This design comes from an exercise in tuning for small area, a short achievable clock period and few clock cycles on the open sky130 flow, not from production work.
RTL that was checked went through simulation tests only; none was proved equivalent to the original.
Power and IR drop assume default switching activity.

==> run F: inputs <==
Design MPQ, start of the top module:
module MPQ(clk,rst,data_valid,data,cmd_valid,cmd,index,value,busy,RAM_valid,RAM_A,RAM_D,done);
Settings: LEC_CHECK=0, CAP_MARGIN=20, CORE_MARGIN=2, CORE_UTILIZATION=30, PLACE_DENSITY=0.5, SLEW_MARGIN=20; clock period 7.0 ns.
run.sh (not shown) runs the stock make flow with config.mk's settings and CLKGATE_MAP_FILE= SYNTH_SCRIPT=/design/flow/synth_recipe.tcl, a recipe that flattens the netlist after the stock synthesis.
==> run Y (differences from run F) <==
--- a/flow/design.v
+++ b/flow/design.v
@@ -24,38 +24,70 @@
 reg       pend;    
 reg       fixed;   
 reg [119:0] A;
 wire [7:0] a0 = A[7:0],   a1 = A[15:8],   a2 = A[23:16],  a3 = A[31:24];
 wire [7:0] a4 = A[39:32], a5 = A[47:40],  a6 = A[55:48],  a7 = A[63:56];
 wire [7:0] a8 = A[71:64], a9 = A[79:72],  a10 = A[87:80], a11 = A[95:88];
 wire [7:0] a12 = A[103:96], a13 = A[111:104], a14 = A[119:112];
+function gt8;
+	input [7:0] a, b;
+	reg [7:0] g, l;
+	reg [3:0] g2, l2;
+	reg [1:0] g4, l4;
+	integer i;
+	begin
+		g = a & ~b;
+		l = ~a & b;
+		for (i = 0; i < 4; i = i + 1) begin
+			g2[i] = g[2*i+1] | (~l[2*i+1] & g[2*i]);
+			l2[i] = l[2*i+1] | (~g[2*i+1] & l[2*i]);
+		end
+		for (i = 0; i < 2; i = i + 1) begin
+			g4[i] = g2[2*i+1] | (~l2[2*i+1] & g2[2*i]);
+			l4[i] = l2[2*i+1] | (~g2[2*i+1] & l2[2*i]);
+		end
+		gt8 = g4[1] | (~l4[1] & g4[0]);
+	end
+endfunction
 function [23:0] step;
 	input [7:0] U, L, R;
 	input lok, rok, en, frc;
 	reg sl, sr;
 	begin
-		sl = en & lok & (L > U) & ((L >= R) | frc);
-		sr = en & rok & (R > U) & ~(L >= R);
+		sl = en & lok & gt8(L, U) & (~gt8(R, L) | frc);
+		sr = en & rok & gt8(R, U) & gt8(R, L);
 		step = sl ? {L, U, R} : (sr ? {R, L, U} : {U, L, R});
 	end
 endfunction
 wire is_cmd = (cmd <= 3'd4);
 wire issue  = is_cmd & ((st == S_IDLE) | (st == S_R2));
 wire en1 = (st == S_R2) | (st == S_R3);
 wire en0 = (st == S_R2);
 wire en2 = (st == S_R1) | (st == S_R3);
 wire r1ext = (st == S_R1) & (cr == C_EXT);
-wire [6:0] lok, rok;
-genvar g;
-generate
-	for (g = 0; g < 7; g = g + 1) begin : okg
-		assign lok[g] = (2*g+1 <= m);
-		assign rok[g] = (2*g+2 <= m);
-	end
-endgenerate
+reg [6:0] lok, rok;
+always @(*) begin
+	case (m)
+		4'd0:  begin lok = 7'b0000000; rok = 7'b0000000; end
+		4'd1:  begin lok = 7'b0000001; rok = 7'b0000000; end
+		4'd2:  begin lok = 7'b0000001; rok = 7'b0000001; end
+		4'd3:  begin lok = 7'b0000011; rok = 7'b0000001; end
+		4'd4:  begin lok = 7'b0000011; rok = 7'b0000011; end
+		4'd5:  begin lok = 7'b0000111; rok = 7'b0000011; end
+		4'd6:  begin lok = 7'b0000111; rok = 7'b0000111; end
+		4'd7:  begin lok = 7'b0001111; rok = 7'b0000111; end
+		4'd8:  begin lok = 7'b0001111; rok = 7'b0001111; end
+		4'd9:  begin lok = 7'b0011111; rok = 7'b0001111; end
+		4'd10: begin lok = 7'b0011111; rok = 7'b0011111; end
+		4'd11: begin lok = 7'b0111111; rok = 7'b0011111; end
+		4'd12: begin lok = 7'b0111111; rok = 7'b0111111; end
+		4'd13: begin lok = 7'b1111111; rok = 7'b0111111; end
+		default: begin lok = 7'b1111111; rok = 7'b1111111; end
+	endcase
+end
 wire f3 = r1ext & (rsel == 4'd8);
 wire f4 = r1ext & (rsel == 4'd10);
 wire f5 = r1ext & (rsel == 4'd12);
 wire f6 = r1ext & (rsel == 4'd14);
 wire [23:0] s1 = step(a1, a3, a4, lok[1], rok[1], en1, 1'b0);
 wire [23:0] s2 = step(a2, a5, a6, lok[2], rok[2], en1, 1'b0);
 wire [23:0] s0 = step(a0, s1[23:16], s2[23:16], lok[0], rok[0], en0, 1'b0);
@@ -72,15 +104,15 @@
 		4'd0: rd = a0;   4'd1: rd = a1;   4'd2: rd = a2;   4'd3: rd = a3;
 		4'd4: rd = a4;   4'd5: rd = a5;   4'd6: rd = a6;   4'd7: rd = a7;
 		4'd8: rd = a8;   4'd9: rd = a9;   4'd10: rd = a10; 4'd11: rd = a11;
 		4'd12: rd = a12; 4'd13: rd = a13; default: rd = a14;
 	endcase
 end
 wire start = (st == S_PRE) | ((st == S_R3) & pend);
-wire wval  = (start & (cr == C_INS)) | ((st == S_PRE) & (cr == C_INC) & (valr > rd));
+wire wval  = (start & (cr == C_INS)) | ((st == S_PRE) & (cr == C_INC) & gt8(valr, rd));
 reg [119:0] An;
 integer k;
 always @(*) begin
 	An = N;
 	for (k = 0; k < 15; k = k + 1) begin
 		if (st == S_LOAD && cnt == k)
 			An[8*k +: 8] = data;
@@ -126,70 +158,67 @@
 		default: nst = S_LOAD;
 	endcase
 end
 always @(posedge clk or posedge rst) begin
 	if (rst) begin
 		st <= S_LOAD;
 		cnt <= 4'd0;
-		m <= 4'd11;
-		rsel <= 4'd0;
-		valr <= 8'd0;
-		cr <= 3'd0;
 		pend <= 1'b0;
 		fixed <= 1'b0;
 		busy <= 1'b1;
 		RAM_valid <= 1'b0;
-		RAM_A <= 8'd0;
-		RAM_D <= 8'd0;
 		done <= 1'b0;
 	end else begin
 		st <= nst;
 		busy <= ~((nst == S_IDLE) | (nst == S_R2));
 		done <= 1'b0;
 		if (st == S_LOAD) begin
 			cnt <= cnt + 4'd1;
 			fixed <= 1'b0;
-			if (cnt == 4'd11) m <= 4'd11;
 		end else
 			cnt <= 4'd0;
 		if (st == S_R3) begin
 			fixed <= 1'b1;
 			pend <= 1'b0;
 		end
 		if (issue) begin
-			cr <= cmd;
-			valr <= value;
 			if (st == S_R2) pend <= 1'b1;
-			case (cmd)
-				C_EXT:   rsel <= m;
-				C_INC:   rsel <= index[3:0];
-				C_INS:   rsel <= m + 4'd1;
-				default: rsel <= 4'd1;
-			endcase
-			if (cmd == C_WR) begin
-				RAM_valid <= 1'b1;
-				RAM_A <= 8'd0;
-				RAM_D <= N[7:0];
-			end
-		end
-		if (start) begin
-			if (cr == C_INS) m <= m + 4'd1;
-			if (cr == C_EXT) m <= m - 4'd1;
-		end
-		if (st == S_R3 && pend && cr == C_WR) begin
-			RAM_A <= 8'd1;
-			RAM_D <= N[15:8];
-			rsel <= 4'd2;
-		end
-		if (st == S_WR) begin
-			if (RAM_A[3:0] == m) begin
-				RAM_valid <= 1'b0;
-				done <= 1'b1;
-			end else begin
-				RAM_A <= RAM_A + 8'd1;
-				RAM_D <= rd;
-				rsel <= rsel + 4'd1;
-			end
-		end
+			if (cmd == C_WR) RAM_valid <= 1'b1;
+		end
+		if (st == S_WR && RAM_A[3:0] == m) begin
+			RAM_valid <= 1'b0;
+			done <= 1'b1;
+		end
+	end
+end
+always @(posedge clk) begin
+	if (st == S_LOAD && cnt == 4'd11) m <= 4'd11;
+	if (issue) begin
+		cr <= cmd;
+		valr <= value;
+		case (cmd)
+			C_EXT:   rsel <= m;
+			C_INC:   rsel <= index[3:0];
+			C_INS:   rsel <= m + 4'd1;
+			default: rsel <= 4'd1;
+		endcase
+		if (cmd == C_WR) begin
+			RAM_A <= 8'd0;
+			RAM_D <= N[7:0];
+		end
+	end
+	if (start) begin
+		if (cr == C_INS) m <= m + 4'd1;
+		if (cr == C_EXT) m <= m - 4'd1;
+	end
+	if (st == S_R3 && pend && cr == C_WR) begin
+		RAM_A <= 8'd1;
+		RAM_D <= N[15:8];
+		rsel <= 4'd2;
+	end
+	if (st == S_WR && RAM_A[3:0] != m) begin
+		RAM_A <= RAM_A + 8'd1;
+		RAM_D <= rd;
+		rsel <= rsel + 4'd1;
 	end
 end
 endmodule
Settings changed: SETUP_SLACK_MARGIN set to 3.0.
==> notes <==
- In run Y the non-clock buffer count is higher than in run F, by 184.
- Between run Y and run F, the lower sequential share of layout area is in run Y (gap 1.8 points).
- Between run Y and run F, the lower synthesized cell count is in run F (gap about 0.7%, measured against run F).
- Of run F and run Y, run Y has the higher combinational power (gap about 2%, measured against run Y).
- Between run Y and run F, the lower worst setup slack is in run F (gap 1.5 ns).
- Count of clock-buffer cells in the layout: run F is higher than run Y (1).
- Between run F and run Y, the lower global-route usage is in run F (gap 2.2 points).
- In run Y the register-to-register slack is higher than in run F, by 1.5 ns.
==> figures <==
	run Y	run F
Result of the run	timing/DRC/antenna clean	timing/DRC/antenna clean
DRT Wirelength	73,900 um	69,300 um
Number of cells produced by synthesis	1,825	1,813
Sequential-to-total area share from yosys stat	30.4%	27.1%
Clock buf/inv share	2.70%	3.84%
Core Area	48,700 um^2	50,000 um^2
Met3 demand-to-capacity share in global routing	5.66%	5.54%
Die X	226 um	229 um
Util after Layout	42.2%	34.1%
Final worst-path cycle share	62.2%	84.3%
Postcts setup bufs	145	0
Critical Path Source	A[51]	m[1]
Proportion of layout cells with a drive suffix above 1	33.7%	7.40%
Final critical-path setup slack	2.64 ns	1.10 ns
Hold Slack	0.533 ns	0.495 ns
Largest vdd supply drop	231 uV	215 uV
RSZ-0062 raised after global routing	yes	no
Fraction of the mapped netlist area in compound gates	33.6%	29.9%
Testbench counts of run F, summed over its fixed seeds: cycles 10,421.
For run Y, only the layout was checked, not whether the RTL still works.

==> separate check: timing with driven ports <==
In the flow no input, the clock included, has a driving cell. The finished layouts below were timed again as built, in two steps. Step 1 (the two cells are an assumption about what drives the block):
set clk [get_ports {clk}]
set_driving_cell -lib_cell sky130_fd_sc_hd__clkbuf_16 $clk
set_driving_cell -lib_cell sky130_fd_sc_hd__buf_2 [delete_from_list [all_inputs] $clk]
Step 2 also shifts input and output timing later by t, the mid clock arrival at the registers, as if the neighbouring blocks saw the same clock. a / b / c = ideal ports / drivers / drivers and shift; a / b = the first two.
| run | t (ns) | setup WS [ns] | worst setup path at the end | slew at the worst register clock pin (ns) | worst slew at a driven data input, ns |
|---|---|---|---|---|---|
| run F | 0.512 | 1.101 / 1.101 / 1.101 | register to register | 0.07 / 0.07 | 0.05 |
| run Y | 0.530 | 2.644 / 2.644 / 2.644 | register to register | 0.08 / 0.08 | 0.04 |
After both steps setup and hold are still met in every run listed.
